This design comes from an exercise in tuning for small area and a short achievable clock period on the open sky130 flow, not from production work. At most, simulation tests tie the RTL to the original design; equivalence was not proved. No driver is modelled on the clock port, so clock power and skew are understated where the tree is cut down; a real chip needs a root buffer or a tree.

==> inputs of run K <==
## encoder
module encoder (
    input clk,
    input rst_n,
    input [31:0] data_in,
    output logic [31:0] data_out
);
    logic [7:0] cnt;              
    logic [7:0] cnt_nxt;
    logic [1:0] u, un;
    logic [5:0] v, vn;
    assign cnt_nxt = (cnt == 8'd254) ? 8'd0 : cnt + 8'd1;
    assign u = cnt[7:6];
    assign v = cnt[5:0];
    assign un = cnt_nxt[7:6];
    assign vn = cnt_nxt[5:0];
    always_ff @(posedge clk) begin
        if (!rst_n) cnt <= 8'd254;
        else cnt <= cnt_nxt;
    end
    logic acc;
    logic [7:0] cnt_nxt2;
    assign cnt_nxt2 = (cnt_nxt == 8'd254) ? 8'd0 : cnt_nxt + 8'd1;
    always_ff @(posedge clk) begin
        if (!rst_n) acc <= 1'b1;
        else acc <= (cnt_nxt2[5:0] < 6'd59) || (cnt_nxt2[5:0] == 6'd59 && cnt_nxt2[7:6] != 2'd3);
    end
    logic [3:0][7:0] enc;
    always_ff @(posedge clk) begin
        enc[3] <= data_in[31:24];
        if (acc) enc[2:0] <= data_in[23:0];
    end
    logic [7:0] el [0:3];
    logic [7:0] cat [0:7];        
    always_comb begin
        for (int s = 0; s < 4; s++) begin
            el[s] = enc[3 - s];
            cat[s] = enc[3 - s];
            cat[s + 4] = data_in[31 - 8 * s -: 8];
        end
    end
    logic [127:0] par;            
    logic [127:0] peff;
    logic [31:0] fb;              
    logic [127:0] mp;
    logic [127:0] pnew;
    logic [3:0][7:0] rot;
    logic [3:0][7:0] rot_d;
    logic ptop_n;
    always_comb begin
        ptop_n = (vn != 6'd0) && (vn <= 6'd59);
        for (int j = 0; j < 4; j++) begin
            rot_d[j] = cat[j + 3 - un];
            if ((j == 0 && vn == 6'd0) || vn > 6'd59) rot_d[j] = 8'd0;
  ...
==> flow/config.mk <==
export PLATFORM = sky130hd
export DESIGN_NAME = encoder
export DESIGN_NICKNAME = encoder
export VERILOG_FILES = /design/flow/design.v
export SDC_FILE = /design/flow/constraint.sdc
export NUM_CORES = 8
export LEC_CHECK = 0
export CAP_MARGIN = 20
export CORE_MARGIN = 2
export CORE_UTILIZATION = 65
export SLEW_MARGIN = 20
==> flow/constraint.sdc <==
create_clock -name core_clock -period 14.0 [get_ports {clk}]
set_input_delay 2.8000 -clock core_clock [delete_from_list [all_inputs] [get_ports {clk}]]
set_output_delay 2.8000 -clock core_clock [all_outputs]
set_load 0.01 [all_outputs]
standard.sh (not shown) runs the stock make flow with config.mk's settings and CLKGATE_MAP_FILE= SYNTH_SCRIPT=/design/flow/synth_recipe.tcl, a recipe that flattens the netlist after the stock synthesis.
==> flow/flow/run.sh <==
#!/bin/bash
# Standard layout, except: the synthesis maps with flow/abc_speed.script,
# the clock tree is flow/ctree.tcl's two-level tree, the ports get plain
# buffers, timing repair aims below the period, and the wire capacitance
# the placement-stage timing estimates use is scaled up by 1.3 (closer to
# the extracted values).
set -euo pipefail
rm -rf scripts_local
cp -r "$FLOW_HOME/scripts" scripts_local
cp flow/abc_speed.script scripts_local/abc_speed.script
sed -i 's|^log_cmd clock_tree_synthesis .*|source $::env(CTREE_TCL)|' scripts_local/cts.tcl
grep -q CTREE_TCL scripts_local/cts.tcl
python3 - "$FLOW_HOME/platforms/sky130hd/setRC.tcl" 1.3 > setRC_scaled.tcl <<'PY'
import re, sys
s = open(sys.argv[1]).read()
k = float(sys.argv[2])
print(re.sub(r'-capacitance ([0-9.Ee+-]+)', lambda m: '-capacitance %g' % (float(m.group(1)) * k), s))
PY
export LAYER_PARASITICS_FILE=$PWD/setRC_scaled.tcl
export CTREE_TCL=$PWD/flow/ctree.tcl
export CTREE_LEAF=20
export CTREE_BUF_LEAF=sky130_fd_sc_hd__clkbuf_16
export CTREE_BUF_TOP=sky130_fd_sc_hd__clkbuf_16
export SCRIPTS_DIR=$PWD/scripts_local
export BUFFER_PORTS_ARGS="-buffer_cell sky130_fd_sc_hd__buf_2"
export SETUP_SLACK_MARGIN=10.35
bash standard.sh > standard.log 2>&1
==> flow/flow/abc_speed.script <==
strash
&get -n
&dch -f
&nf -R 1000 -p
&put
topo
stime -c
==> flow/flow/ctree.tcl <==
# Two-level clock tree in place of clock_tree_synthesis: the clock port drives
# one buffer per quadrant of the clock sinks, and each of those drives the
# leaf buffers of its quadrant (at most CTREE_LEAF sinks per leaf).
set ct_block [ord::get_db_block]
set ct_dbu [$ct_block getDbUnitsPerMicron]
set ct_buf_leaf [expr {[info exists ::env(CTREE_BUF_LEAF)] ? $::env(CTREE_BUF_LEAF) : "sky130_fd_sc_hd__clkbuf_16"}]
set ct_buf_top [expr {[info exists ::env(CTREE_BUF_TOP)] ? $::env(CTREE_BUF_TOP) : "sky130_fd_sc_hd__clkbuf_16"}]
set ct_leaf [expr {[info exists ::env(CTREE_LEAF)] ? $::env(CTREE_LEAF) : 20}]

proc ct_centroid {pts} {
  set sx 0.0; set sy 0.0
  foreach p $pts { set sx [expr {$sx + [lindex $p 1]}]; set sy [expr {$sy + [lindex $p 2]}] }
  set n [llength $pts]
  return [list [expr {$sx / $n}] [expr {$sy / $n}]]
}
# split {pin x y} items into k near-equal parts along x (idx 1) or y (idx 2)
proc ct_split {pts k idx} {
  set s [lsort -real -index $idx $pts]
  set n [llength $s]
  set out {}
  for {set i 0} {$i < $k} {incr i} {
    lappend out [lrange $s [expr {($n * $i) / $k}] [expr {($n * ($i + 1)) / $k - 1}]]
  }
  return $out
}
proc ct_span {pts idx} {
  set l [lsort -real -index $idx $pts]
  return [expr {[lindex $l end $idx] - [lindex $l 0 $idx]}]
}
proc ct_um {v} { return [expr {$v / double($::ct_dbu)}] }

set ct_sinks {}
foreach p [get_pins -of_objects [get_nets clk]] {
  lassign [[sta::sta_to_db_pin $p] getAvgXY] ok x y
  lappend ct_sinks [list $p $x $y]
}
puts "ctree: [llength $ct_sinks] clock sinks"

set ct_quads {}
foreach half [ct_split $ct_sinks 2 1] {
  foreach q [ct_split $half 2 2] { lappend ct_quads $q }
}
set qi 0
foreach q $ct_quads {
  set nleaf [expr {int(ceil([llength $q] / double($ct_leaf)))}]
  set idx [expr {[ct_span $q 1] > [ct_span $q 2] ? 1 : 2}]
  set leafxy {}
  set li 0
  foreach g [ct_split $q $nleaf $idx] {
    set pins {}
    foreach p $g { lappend pins [lindex $p 0] }
    lassign [ct_centroid $g] cx cy
    set bname "ctree_leaf_${qi}_${li}"
    insert_buffer -buffer_cell $ct_buf_leaf -net clk -load_pins $pins \
      -location [list [ct_um $cx] [ct_um $cy]] \
      -buffer_name $bname -net_name "ctree_net_leaf_${qi}_${li}"
    lappend leafxy [list x $cx $cy]
    incr li
  }
  # insert_buffer adds a number to the names: find this quadrant's leaves
  set leafpins {}
  foreach p [get_pins -of_objects [get_nets clk]] {
    if {[string match "ctree_leaf_${qi}_*" [get_full_name $p]]} { lappend leafpins $p }
  }
  if {$li == 1} { incr qi; continue }
  lassign [ct_centroid $leafxy] cx cy
  insert_buffer -buffer_cell $ct_buf_top -net clk -load_pins $leafpins \
    -location [list [ct_um $cx] [ct_um $cy]] \
    -buffer_name "ctree_q_${qi}" -net_name "ctree_net_q_${qi}"
  incr qi
}
foreach net [$ct_block getNets] {
  if {[string match ctree_net_* [$net getName]]} { $net setSigType CLOCK }
}
[$ct_block findNet clk] setSigType CLOCK
set_propagated_clock [all_clocks]
puts "ctree: clock port drives [llength [get_pins -of_objects [get_nets clk]]] pins"
==> run E: changes against run K <==
--- a/flow/design.v
+++ b/flow/design.v
@@ -48,29 +48,28 @@
     logic ptop_n;
     always_comb begin
         ptop_n = (vn != 6'd0) && (vn <= 6'd59);
         for (int j = 0; j < 4; j++) begin
             rot_d[j] = cat[j + 3 - un];
             if ((j == 0 && vn == 6'd0) || vn > 6'd59) rot_d[j] = 8'd0;
-            if (ptop_n) rot_d[j] = rot_d[j] ^ pnew[8 * (15 - j) +: 8];
+            if (!ptop_n) rot_d[j] = rot_d[j] ^ pnew[8 * (15 - j) +: 8];
         end
     end
     always_ff @(posedge clk) begin
-        if (!rst_n) rot <= '0;
-        else rot <= rot_d;
+        rot <= rot_d;
     end
-    logic clr;
+    logic first;
     always_ff @(posedge clk) begin
-        if (!rst_n) clr <= 1'b1;
-        else clr <= (cnt_nxt == 8'd254);
+        if (!rst_n) first <= 1'b0;
+        else first <= (vn == 6'd0);
     end
-    assign peff[127:64] = par[127:64];
-    assign peff[63:0] = clr ? 64'd0 : par[63:0];
+    assign peff[127:96] = par[127:96];
+    assign peff[95:0] = first ? 96'd0 : par[95:0];
     always_comb begin
         for (int e = 0; e < 4; e++)
-            fb[8 * e +: 8] = rot[3 - e];
+            fb[8 * e +: 8] = peff[8 * (12 + e) +: 8] ^ rot[3 - e];
         pnew = {peff[95:0], 32'd0} ^ mp;
     end
     logic [211:0] cx;
     assign cx[0] = fb[4] ^ fb[8];
     assign cx[1] = fb[3] ^ fb[21];
     assign cx[2] = fb[20] ^ fb[31];
--- a/flow/flow/run.sh
+++ b/flow/flow/run.sh
@@ -20,8 +20,8 @@
 export CTREE_TCL=$PWD/flow/ctree.tcl
 export CTREE_LEAF=20
 export CTREE_BUF_LEAF=sky130_fd_sc_hd__clkbuf_16
 export CTREE_BUF_TOP=sky130_fd_sc_hd__clkbuf_16
 export SCRIPTS_DIR=$PWD/scripts_local
 export BUFFER_PORTS_ARGS="-buffer_cell sky130_fd_sc_hd__buf_2"
-export SETUP_SLACK_MARGIN=10.35
+export SETUP_SLACK_MARGIN=10.2
 bash standard.sh > standard.log 2>&1
==> run H: changes against run K <==
--- a/flow/design.v
+++ b/flow/design.v
@@ -48,29 +48,28 @@
     logic ptop_n;
     always_comb begin
         ptop_n = (vn != 6'd0) && (vn <= 6'd59);
         for (int j = 0; j < 4; j++) begin
             rot_d[j] = cat[j + 3 - un];
             if ((j == 0 && vn == 6'd0) || vn > 6'd59) rot_d[j] = 8'd0;
-            if (ptop_n) rot_d[j] = rot_d[j] ^ pnew[8 * (15 - j) +: 8];
+            if (!ptop_n) rot_d[j] = rot_d[j] ^ pnew[8 * (15 - j) +: 8];
         end
     end
     always_ff @(posedge clk) begin
-        if (!rst_n) rot <= '0;
-        else rot <= rot_d;
+        rot <= rot_d;
     end
-    logic clr;
+    logic first;
     always_ff @(posedge clk) begin
-        if (!rst_n) clr <= 1'b1;
-        else clr <= (cnt_nxt == 8'd254);
+        if (!rst_n) first <= 1'b0;
+        else first <= (vn == 6'd0);
     end
-    assign peff[127:64] = par[127:64];
-    assign peff[63:0] = clr ? 64'd0 : par[63:0];
+    assign peff[127:96] = par[127:96];
+    assign peff[95:0] = first ? 96'd0 : par[95:0];
     always_comb begin
         for (int e = 0; e < 4; e++)
-            fb[8 * e +: 8] = rot[3 - e];
+            fb[8 * e +: 8] = peff[8 * (12 + e) +: 8] ^ rot[3 - e];
         pnew = {peff[95:0], 32'd0} ^ mp;
     end
     logic [211:0] cx;
     assign cx[0] = fb[4] ^ fb[8];
     assign cx[1] = fb[3] ^ fb[21];
     assign cx[2] = fb[20] ^ fb[31];
--- a/flow/flow/run.sh
+++ b/flow/flow/run.sh
@@ -16,12 +16,10 @@
 k = float(sys.argv[2])
 print(re.sub(r'-capacitance ([0-9.Ee+-]+)', lambda m: '-capacitance %g' % (float(m.group(1)) * k), s))
 PY
 export LAYER_PARASITICS_FILE=$PWD/setRC_scaled.tcl
 export CTREE_TCL=$PWD/flow/ctree.tcl
 export CTREE_LEAF=20
-export CTREE_BUF_LEAF=sky130_fd_sc_hd__clkbuf_16
-export CTREE_BUF_TOP=sky130_fd_sc_hd__clkbuf_16
 export SCRIPTS_DIR=$PWD/scripts_local
 export BUFFER_PORTS_ARGS="-buffer_cell sky130_fd_sc_hd__buf_2"
-export SETUP_SLACK_MARGIN=10.35
+export SETUP_SLACK_MARGIN=10.2
 bash standard.sh > standard.log 2>&1
==> flow/flow/abc_speed.script (replaced) <==
strash
dch -f
&get -n
&nf -R 1000 -p
&put
topo
stime -c
--- a/flow/flow/ctree.tcl
+++ b/flow/flow/ctree.tcl
@@ -1,13 +1,12 @@
 # Two-level clock tree in place of clock_tree_synthesis: the clock port drives
 # one buffer per quadrant of the clock sinks, and each of those drives the
 # leaf buffers of its quadrant (at most CTREE_LEAF sinks per leaf).
 set ct_block [ord::get_db_block]
 set ct_dbu [$ct_block getDbUnitsPerMicron]
-set ct_buf_leaf [expr {[info exists ::env(CTREE_BUF_LEAF)] ? $::env(CTREE_BUF_LEAF) : "sky130_fd_sc_hd__clkbuf_16"}]
-set ct_buf_top [expr {[info exists ::env(CTREE_BUF_TOP)] ? $::env(CTREE_BUF_TOP) : "sky130_fd_sc_hd__clkbuf_16"}]
+set ct_buf sky130_fd_sc_hd__clkbuf_16
 set ct_leaf [expr {[info exists ::env(CTREE_LEAF)] ? $::env(CTREE_LEAF) : 20}]
 
 proc ct_centroid {pts} {
   set sx 0.0; set sy 0.0
   foreach p $pts { set sx [expr {$sx + [lindex $p 1]}]; set sy [expr {$sy + [lindex $p 2]}] }
   set n [llength $pts]
@@ -48,26 +47,25 @@
   set li 0
   foreach g [ct_split $q $nleaf $idx] {
     set pins {}
     foreach p $g { lappend pins [lindex $p 0] }
     lassign [ct_centroid $g] cx cy
     set bname "ctree_leaf_${qi}_${li}"
-    insert_buffer -buffer_cell $ct_buf_leaf -net clk -load_pins $pins \
+    insert_buffer -buffer_cell $ct_buf -net clk -load_pins $pins \
       -location [list [ct_um $cx] [ct_um $cy]] \
       -buffer_name $bname -net_name "ctree_net_leaf_${qi}_${li}"
     lappend leafxy [list x $cx $cy]
     incr li
   }
   # insert_buffer adds a number to the names: find this quadrant's leaves
   set leafpins {}
   foreach p [get_pins -of_objects [get_nets clk]] {
     if {[string match "ctree_leaf_${qi}_*" [get_full_name $p]]} { lappend leafpins $p }
   }
-  if {$li == 1} { incr qi; continue }
   lassign [ct_centroid $leafxy] cx cy
-  insert_buffer -buffer_cell $ct_buf_top -net clk -load_pins $leafpins \
+  insert_buffer -buffer_cell $ct_buf -net clk -load_pins $leafpins \
     -location [list [ct_um $cx] [ct_um $cy]] \
     -buffer_name "ctree_q_${qi}" -net_name "ctree_net_q_${qi}"
   incr qi
 }
 foreach net [$ct_block getNets] {
   if {[string match ctree_net_* [$net getName]]} { $net setSigType CLOCK }
==> results.ini <==
[yosys]
yosys.area_share.simple_pct=8.14
syn-num-nets=1540

[die]
coreArea_um2=22000
nWellTaps=280
die-height_um=154

[status]
status=complete, no violations

[drt]
viasPerCell=6.33

[place]
dp_slack_ns=9.88

[setup_path]
worst_ep_arrival_time_ns=0.78

[cells_and_area]
fin_nets=1707

(the above is from run K)
==> results.ini <==
[place]
placed_cells=2019
dp_slack_ns=10.10

[yosys]
syn-num-nets=1586
yosysWarnings=4
yosys.area_share.simple_pct=8.49

[drt]
vias=12600
viasPerCell=6.15

[clock_network]
post_cts_buffers=0

[die]
coreArea_um2=22800
die-height_um=157

[setup_path]
crit_family=flip-flops
worst_ep_arrival_time_ns=0.77

[worst_hold_path]
hold_path_class=reg2reg
min_from=par[2]

[global_route]
grt_start_max_net_pins=43

[sta]
period_share_pct=25.5

[status]
status=complete, no violations

(the above is from run E)
==> results.ini <==
[setup_path]
critPathSlowestCell=dfxtp_1
worst_ep_arrival_time_ns=0.82
rrSetupSlack_ns=10.50

[drt]
top_layer=met4
viasPerCell=6.18

[die]
die-height_um=158
nWellTaps=319
start_util_pct=65.8
coreArea_um2=23300

[cells_and_area]
fin_nets=1804

[status]
status=complete, no violations

[place]
dp_slack_ns=10.12

[flow_run]
max_cap_viol_count=0

[global_route]
overflow=0

(the above is from run H)
No functional check of the RTL was part of run E and run H. In every run of this note, the design's own scripts or RTL, not TritonCTS, make the clock network.

==> static timing again, ports no longer ideal <==
In the flow no input, the clock included, has a driving cell. The finished layouts below were timed again as built, in two steps. Step 1 sets driving cells, clkbuf_16 on the clock port and buf_2 on the other inputs (assumed; they add their load-dependent delay and slew). Step 2 adds t to the input delays and takes it off the output delays; t is the mean of the earliest and latest rising clock arrival at the registers after step 1. Input paths then give back, and output paths get back, about the clock's delay inside the block. a / b / c = no drivers / after step 1 / after step 2; a / b = the first two.
| run | shift t [ns] | setup slack, ns | worst setup path at the end | worst register clock-pin slew, ns | cell pins on the clock port's net |
|---|---|---|---|---|---|
| run K | 0.418 | 10.415 / 10.295 / 10.113 | input to register | 0.09 / 0.09 | 4 |
| run E | 0.411 | 10.430 / 10.317 / 10.267 | input to register | 0.10 / 0.10 | 4 |
| run H | 0.412 | 10.385 / 10.271 / 10.275 | input to register | 0.09 / 0.09 | 4 |
After both steps every run listed still meets setup and hold. The setup slack of run K, which loses most, moves by -0.120 ns with the drivers and by -0.302 ns with both steps.
